From an optimization exercise on the open Yosys and OpenROAD flow, aimed at small area; shortcuts taken in it are not production practice. RTL that was checked went through simulation tests only; none was proved equivalent to the original. Power figures rest on the tool's default switching activity, not on a simulated workload.

==> inputs of job 1464 <==
==> flow/design.v (excerpt) <==
module Screen(clk, reset, hsync, vsync, xball, yball, xpat, ypat, colors);
Settings: LEC_CHECK=0, CAP_MARGIN=20, CORE_MARGIN=2, CORE_UTILIZATION=40, SLEW_MARGIN=20; clock period 16.0 ns.
standard.sh (not shown) runs the stock make flow with config.mk's settings and CLKGATE_MAP_FILE= SYNTH_SCRIPT=/design/flow/synth_recipe.tcl, a recipe that flattens the netlist after the stock synthesis.
==> flow/flow/run.sh <==
#!/bin/bash
# The standard layout (standard.sh), with two changes:
#  - synthesis runs flow/synth.tcl (see there): the standard script with
#    an area-oriented ABC mapping and the ripple adders as full-adder cells;
#  - port buffers are buf_1 cells instead of the default delay cells.
# All tool output goes to the ORFS logs and to standard.log here.
set -euo pipefail
F=$(cd "$(dirname "${BASH_SOURCE[0]}")" && pwd)
bash standard.sh SYNTH_SCRIPT=$F/synth.tcl \
  "BUFFER_PORTS_ARGS=-buffer_cell sky130_fd_sc_hd__buf_1" finish > standard.log 2>&1
==> flow/flow/adders.v <==
// The ripple adders of Screen.v (nsub11, nsub10) as full-adder cells.
module nsub11(an, b, s);
    input [10:0] an, b;
    output [11:0] s;
    wire [11:0] c;
    sky130_fd_sc_hd__ha_1 B0(.A(an[0]), .B(b[0]), .SUM(s[0]), .COUT(c[1]));
    sky130_fd_sc_hd__fa_1 B1(.A(an[1]), .B(b[1]), .CIN(c[1]), .SUM(s[1]), .COUT(c[2]));
    sky130_fd_sc_hd__fa_1 B2(.A(an[2]), .B(b[2]), .CIN(c[2]), .SUM(s[2]), .COUT(c[3]));
    sky130_fd_sc_hd__fa_1 B3(.A(an[3]), .B(b[3]), .CIN(c[3]), .SUM(s[3]), .COUT(c[4]));
    sky130_fd_sc_hd__fa_1 B4(.A(an[4]), .B(b[4]), .CIN(c[4]), .SUM(s[4]), .COUT(c[5]));
    sky130_fd_sc_hd__fa_1 B5(.A(an[5]), .B(b[5]), .CIN(c[5]), .SUM(s[5]), .COUT(c[6]));
    sky130_fd_sc_hd__fa_1 B6(.A(an[6]), .B(b[6]), .CIN(c[6]), .SUM(s[6]), .COUT(c[7]));
    sky130_fd_sc_hd__fa_1 B7(.A(an[7]), .B(b[7]), .CIN(c[7]), .SUM(s[7]), .COUT(c[8]));
    sky130_fd_sc_hd__fa_1 B8(.A(an[8]), .B(b[8]), .CIN(c[8]), .SUM(s[8]), .COUT(c[9]));
    sky130_fd_sc_hd__fa_1 B9(.A(an[9]), .B(b[9]), .CIN(c[9]), .SUM(s[9]), .COUT(c[10]));
    sky130_fd_sc_hd__fa_1 B10(.A(an[10]), .B(b[10]), .CIN(c[10]), .SUM(s[10]), .COUT(c[11]));
    assign s[11] = c[11];
endmodule
module nsub10(an, b, s);
    input [9:0] an, b;
    output [10:0] s;
    wire [10:0] c;
    sky130_fd_sc_hd__ha_1 B0(.A(an[0]), .B(b[0]), .SUM(s[0]), .COUT(c[1]));
    sky130_fd_sc_hd__fa_1 B1(.A(an[1]), .B(b[1]), .CIN(c[1]), .SUM(s[1]), .COUT(c[2]));
    sky130_fd_sc_hd__fa_1 B2(.A(an[2]), .B(b[2]), .CIN(c[2]), .SUM(s[2]), .COUT(c[3]));
    sky130_fd_sc_hd__fa_1 B3(.A(an[3]), .B(b[3]), .CIN(c[3]), .SUM(s[3]), .COUT(c[4]));
    sky130_fd_sc_hd__fa_1 B4(.A(an[4]), .B(b[4]), .CIN(c[4]), .SUM(s[4]), .COUT(c[5]));
    sky130_fd_sc_hd__fa_1 B5(.A(an[5]), .B(b[5]), .CIN(c[5]), .SUM(s[5]), .COUT(c[6]));
    sky130_fd_sc_hd__fa_1 B6(.A(an[6]), .B(b[6]), .CIN(c[6]), .SUM(s[6]), .COUT(c[7]));
    sky130_fd_sc_hd__fa_1 B7(.A(an[7]), .B(b[7]), .CIN(c[7]), .SUM(s[7]), .COUT(c[8]));
    sky130_fd_sc_hd__fa_1 B8(.A(an[8]), .B(b[8]), .CIN(c[8]), .SUM(s[8]), .COUT(c[9]));
    sky130_fd_sc_hd__fa_1 B9(.A(an[9]), .B(b[9]), .CIN(c[9]), .SUM(s[9]), .COUT(c[10]));
    assign s[10] = c[10];
endmodule
==> flow/flow/area.abc <==
strash
dc2
balance
rewrite
refactor
balance
rewrite
rewrite -z
balance
refactor -z
rewrite -z
balance
&get -n
&deepsyn -T 30
&put
dch
amap
strash
dch
amap
topo
==> flow/flow/synth.tcl <==
# The standard synthesis (synth_recipe.tcl), with these changes:
#  - the combinational mapping runs an area-oriented ABC script (area.abc)
#    instead of ORFS's delay-oriented one, without the Kogge-Stone adder
#    map and without extract_fa;
#  - the ripple adder modules nsub11/nsub10 are mapped to full-adder
#    cells (adders.v).
# Registers are mapped as before.
set ::area_abc [file join [file dirname [file normalize [info script]]] area.abc]
set ::adders [file join [file dirname [file normalize [info script]]] adders.v]
set ::adders_done 0
proc synth {args} {
  # the first call, before flattening: the ripple adders become
  # full-adder cells
  if { !$::adders_done } {
    set ::adders_done 1
    yosys read_verilog -overwrite $::adders
  }
  set i [lsearch -exact $args -extra-map]
  if { $i >= 0 } { set args [lreplace $args $i [expr {$i + 1}]] }
  yosys synth -nofsm -noshare {*}$args
}
# no full/half adder cells: ABC maps the adders' gates with the rest
proc extract_fa {args} {}
proc abc {args} {
  set out {}
  set skip 0
  foreach a $args {
    if { $skip } { set skip 0; continue }
    if { $a eq "-script" || $a eq "-D" || $a eq "-constr" } { set skip 1; continue }
    lappend out $a
  }
  yosys abc -script $::area_abc {*}$out
}
source $::env(SCRIPTS_DIR)/synth.tcl
# left out here: clear keep_hierarchy, flatten, clean up, hide names made inside functions, write 1_2_yosys.v
==> inputs of job 5514, as changes to job 1464 <==
--- a/flow/design.v
+++ b/flow/design.v
@@ -1,46 +1,54 @@
-module vga(clk, reset, hsync, vsync, hn, vn);
+module vga(clk, reset, hsync, vsync, hcnt, vcnt);
     input clk, reset;
     output hsync, vsync;
-    output reg [10:0] hn;
-    output reg [9:0] vn;
-    wire [10:0] h = ~hn;
-    wire [9:0] v = ~vn;
-    wire hend = h[10] & h[9] & h[7] & (&h[3:0]);
-    wire vend = v[9] & v[8] & v[5] & v[4] & v[3] & v[1] & v[0];
+    output reg [10:0] hcnt;
+    output reg [9:0] vcnt;
+    wire hend = hcnt[10] & hcnt[9] & hcnt[7] & (&hcnt[3:0]);
+    wire vend = vcnt[9] & vcnt[8] & vcnt[5] & vcnt[4] & vcnt[3] & vcnt[1] & vcnt[0];
     wire hclr = reset | hend;
     wire vclr = reset | (hend & vend);
     wire [11:0] hc;
     wire [10:0] vc;
     assign hc[0] = 1'b1;
     assign vc[0] = hend;
     genvar i;
     generate
         for (i = 0; i < 11; i = i + 1) begin : hbit
-            assign hc[i+1] = hc[i] & h[i];
-            always @(posedge clk) hn[i] <= hclr | ~(h[i] ^ hc[i]);
+            assign hc[i+1] = hc[i] & hcnt[i];
+            always @(posedge clk) hcnt[i] <= ~hclr & (hcnt[i] ^ hc[i]);
         end
         for (i = 0; i < 10; i = i + 1) begin : vbit
-            assign vc[i+1] = vc[i] & v[i];
-            always @(posedge clk) vn[i] <= vclr | ~(v[i] ^ vc[i]);
+            assign vc[i+1] = vc[i] & vcnt[i];
+            always @(posedge clk) vcnt[i] <= ~vclr & (vcnt[i] ^ vc[i]);
         end
     endgenerate
-    assign hsync = ~(h >= 11'd1344 && h <= 11'd1479);
-    assign vsync = ~(v >= 10'd801 && v <= 10'd802);
+    assign hsync = ~(hcnt >= 11'd1344 && hcnt <= 11'd1479);
+    assign vsync = ~(vcnt >= 10'd801 && vcnt <= 10'd802);
 endmodule
 module Screen(clk, reset, hsync, vsync, xball, yball, xpat, ypat, colors);
     input clk, reset;
     input [10:0] xball, yball, xpat, ypat;
     output hsync, vsync;
     output [11:0] colors;
-    wire [10:0] hn;
-    wire [9:0] vn;
-    wire [10:0] hcnt = ~hn;
-    wire [9:0] vcnt = ~vn;
-    vga VGA(clk, reset, hsync, vsync, hn, vn);
+    wire [10:0] hcnt;
+    wire [9:0] vcnt;
+    vga VGA(clk, reset, hsync, vsync, hcnt, vcnt);
+    function [11:0] sub11;
+        input [10:0] a, b;
+        reg c; integer i;
+        begin
+            c = 1'b1;
+            for (i = 0; i < 11; i = i + 1) begin
+                sub11[i] = a[i] ^ ~b[i] ^ c;
+                c = (a[i] & ~b[i]) | (c & (a[i] ^ ~b[i]));
+            end
+            sub11[11] = ~c;
+        end
+    endfunction
     function [1:0] ball;
         input [4:0] a, b;
         reg [5:0] t [0:1];
         begin
             case (a)
                 5'd0: begin t[0] = 21; t[1] = 23; end
                 5'd1: begin t[0] = 20; t[1] = 22; end
@@ -144,26 +152,18 @@
                 7'd65: begin t[0] = 0; t[1] = 1; end
                 default: begin t[0] = 0; t[1] = 0; end
             endcase
             pad[0] = {1'b0, b} < t[0];
             pad[1] = {1'b0, b} < t[1];
         end
     endfunction
-    wire [11:0] exb, exp_;
-    wire [10:0] eybl, eypl;
-    nsub11 SXB(hn, xball, exb);
-    nsub11 SXP(hn, xpat, exp_);
-    nsub10 SYB(vn, yball[9:0], eybl);
-    nsub10 SYP(vn, ypat[9:0], eypl);
-    wire [11:0] eyb = {yball[10] | eybl[10], ~(yball[10] ^ eybl[10]), eybl[9:0]};
-    wire [11:0] eyp = {ypat[10] | eypl[10], ~(ypat[10] ^ eypl[10]), eypl[9:0]};
-    wire [11:0] dxb = {exb[11], ~exb[10:0]};
-    wire [11:0] dyb = {eyb[11], ~eyb[10:0]};
-    wire [11:0] dxp = {exp_[11], ~exp_[10:0]};
-    wire [11:0] dyp = {eyp[11], ~eyp[10:0]};
+    wire [11:0] dxb = sub11(hcnt, xball);
+    wire [11:0] dyb = sub11({1'b0, vcnt}, yball);
+    wire [11:0] dxp = sub11(hcnt, xpat);
+    wire [11:0] dyp = sub11({1'b0, vcnt}, ypat);
     wire bx = (dxb[10:0] <= 11'd22 & ~dxb[11]) | (dxb[10:0] >= 11'd2026);
     wire by = (dyb[10:0] <= 11'd22 & ~dyb[11]) | (dyb[10:0] >= 11'd2026);
     wire px = (dxp[10:0] <= 11'd65 & ~dxp[11]) | (dxp[10:0] >= 11'd1983);
     wire py = (dyp[10:0] <= 11'd65 & ~dyp[11]) | (dyp[10:0] >= 11'd1983);
     wire [4:0] axb = dxb[11] ? -dxb[4:0] : dxb[4:0];
     wire [4:0] ayb = dyb[11] ? -dyb[4:0] : dyb[4:0];
     wire [6:0] axp = dxp[11] ? -dxp[6:0] : dxp[6:0];
@@ -197,35 +197,7 @@
         else if (p65 | h2) {cr, cg3, cgl, cb} <= 4'b1111;
         else if (border)   {cr, cg3, cgl, cb} <= 4'b0000;
         else if (yellow)   {cr, cg3, cgl, cb} <= 4'b1110;
         else               {cr, cg3, cgl, cb} <= 4'b0001;
     end
     assign colors = {{4{cr}}, cg3, {3{cgl}}, {4{cb}}};
 endmodule
-module nsub11(an, b, s);
-    input [10:0] an, b;
-    output [11:0] s;
-    wire [11:0] c;
-    assign c[0] = 1'b0;
-    genvar i;
-    generate
-        for (i = 0; i < 11; i = i + 1) begin : bit_
-            assign s[i] = an[i] ^ b[i] ^ c[i];
-            assign c[i+1] = (an[i] & b[i]) | (c[i] & (an[i] ^ b[i]));
-        end
-    endgenerate
-    assign s[11] = c[11];
-endmodule
-module nsub10(an, b, s);
-    input [9:0] an, b;
-    output [10:0] s;
-    wire [10:0] c;
-    assign c[0] = 1'b0;
-    genvar i;
-    generate
-        for (i = 0; i < 10; i = i + 1) begin : bit_
-            assign s[i] = an[i] ^ b[i] ^ c[i];
-            assign c[i+1] = (an[i] & b[i]) | (c[i] & (an[i] ^ b[i]));
-        end
-    endgenerate
-    assign s[10] = c[10];
-endmodule
==> flow/flow/run.sh (replaced) <==
#!/bin/bash
# The standard layout (standard.sh), with two changes:
#  - synthesis runs flow/synth.tcl: the standard script with an
#    area-oriented ABC mapping (flow/area.abc) and no adder cells;
#  - port buffers are buf_1 cells instead of the default delay cells.
set -euo pipefail
F=$(cd "$(dirname "${BASH_SOURCE[0]}")" && pwd)
bash standard.sh SYNTH_SCRIPT=$F/synth.tcl \
  "BUFFER_PORTS_ARGS=-buffer_cell sky130_fd_sc_hd__buf_1" finish > standard.log 2>&1
==> flow/flow/area.abc (replaced) <==
strash
dc2
balance
rewrite
refactor
balance
rewrite
rewrite -z
balance
refactor -z
rewrite -z
balance
&get -n
&deepsyn -T 60
&put
dch
amap
strash
dch
amap
topo
==> flow/flow/synth.tcl (replaced) <==
# The standard synthesis (synth_recipe.tcl), with these changes: the
# combinational mapping runs an area-oriented ABC script (area.abc here)
# instead of ORFS's delay-oriented one. Registers are mapped as before.
set ::area_abc [file join [file dirname [file normalize [info script]]] area.abc]
proc synth {args} {
  set i [lsearch -exact $args -extra-map]
  if { $i >= 0 } { set args [lreplace $args $i [expr {$i + 1}]] }
  yosys synth -nofsm -noshare {*}$args
}
# no full/half adder cells: ABC maps the adders' gates with the rest
proc extract_fa {args} {}
proc abc {args} {
  set out {}
  set skip 0
  foreach a $args {
    if { $skip } { set skip 0; continue }
    if { $a eq "-script" || $a eq "-D" || $a eq "-constr" } { set skip 1; continue }
    lappend out $a
  }
  yosys abc -script $::area_abc {*}$out
}
source $::env(SCRIPTS_DIR)/synth.tcl
# left out here: clear keep_hierarchy, flatten, clean up, hide names made inside functions, write 1_2_yosys.v
removed: flow/flow/adders.v
==> notes.md <==
quantity	job 1464	job 5514
Result of the run	complete, no violations	complete, no violations
Global Route Usage Sum	22.4%	24.4%
Worst reg-to-reg setup slack	6700 ps	8670 ps
Capture point of the critical path	cr	cgl
Area fraction in and, or, nand and nor cells after synthesis	27.5%	32.4%
Area growth syn-to-layout	9.20%	8.66%
Detailed router's first-iteration violation count	278	332
Met2 routed WL	5360 um	6190 um
CP Buf/Inv Count	3	6
Area occupied by multi-input gates	2960 um^2	3040 um^2
Critical register-to-register path startpoint	VGA.hn[0]	VGA.hcnt[2]
Sequential share of cell area	11.9%	11.4%
Switching part of the total power	48.4%	49.0%
Effective utilization at floorplan	41.5%	41.4%
Power Internal	135 uW	130 uW
Share of layout cells above drive strength 1	0.946%	0.499%
Cell occurring most often along the worst timing path	fa_1	o21ai_0
Endpoint of the worst-slack reg-to-reg timing path	cr	cgl
Number of global-route vias before repair	3,906	4,731
CLK BUF	3	4
Critical Path Start	xpat[0]	xpat[2]
Worst-Margin Slew	1040 ps	1100 ps
Final clock skew	3.63 ps	3.36 ps
Final worst slack	4120 ps	6250 ps
Crit share post-route	74.2%	60.9%
For job 5514, only the layout was checked, not whether the RTL still works.

static timing again, ports no longer ideal:
How much do the figures lean on ideal ports? The routed layouts below were timed once more, with nothing changed but the port constraints.
Step 1: set_driving_cell puts a clkbuf_16 on clk and a buf_2 on each other input, an assumption about the parent block.
Step 2 also shifts input and output timing later by t, the mid clock arrival at the registers, as if the neighbouring blocks saw the same clock.
Slacks: ideal ports / drivers / drivers and shift; pairs: ideal ports / drivers.
run | shift t [ns] | setup slack, ns | worst setup path after step 2
job 1464 | 0.304 | 4.123 / 4.127 / 3.823 | input to register
job 5514 | 0.307 | 6.252 / 6.262 / 5.955 | input to register
After both steps every run listed still meets setup and hold. The setup slack of job 1464, which loses most, moves by +0.004 ns with the drivers and by -0.300 ns with both steps.
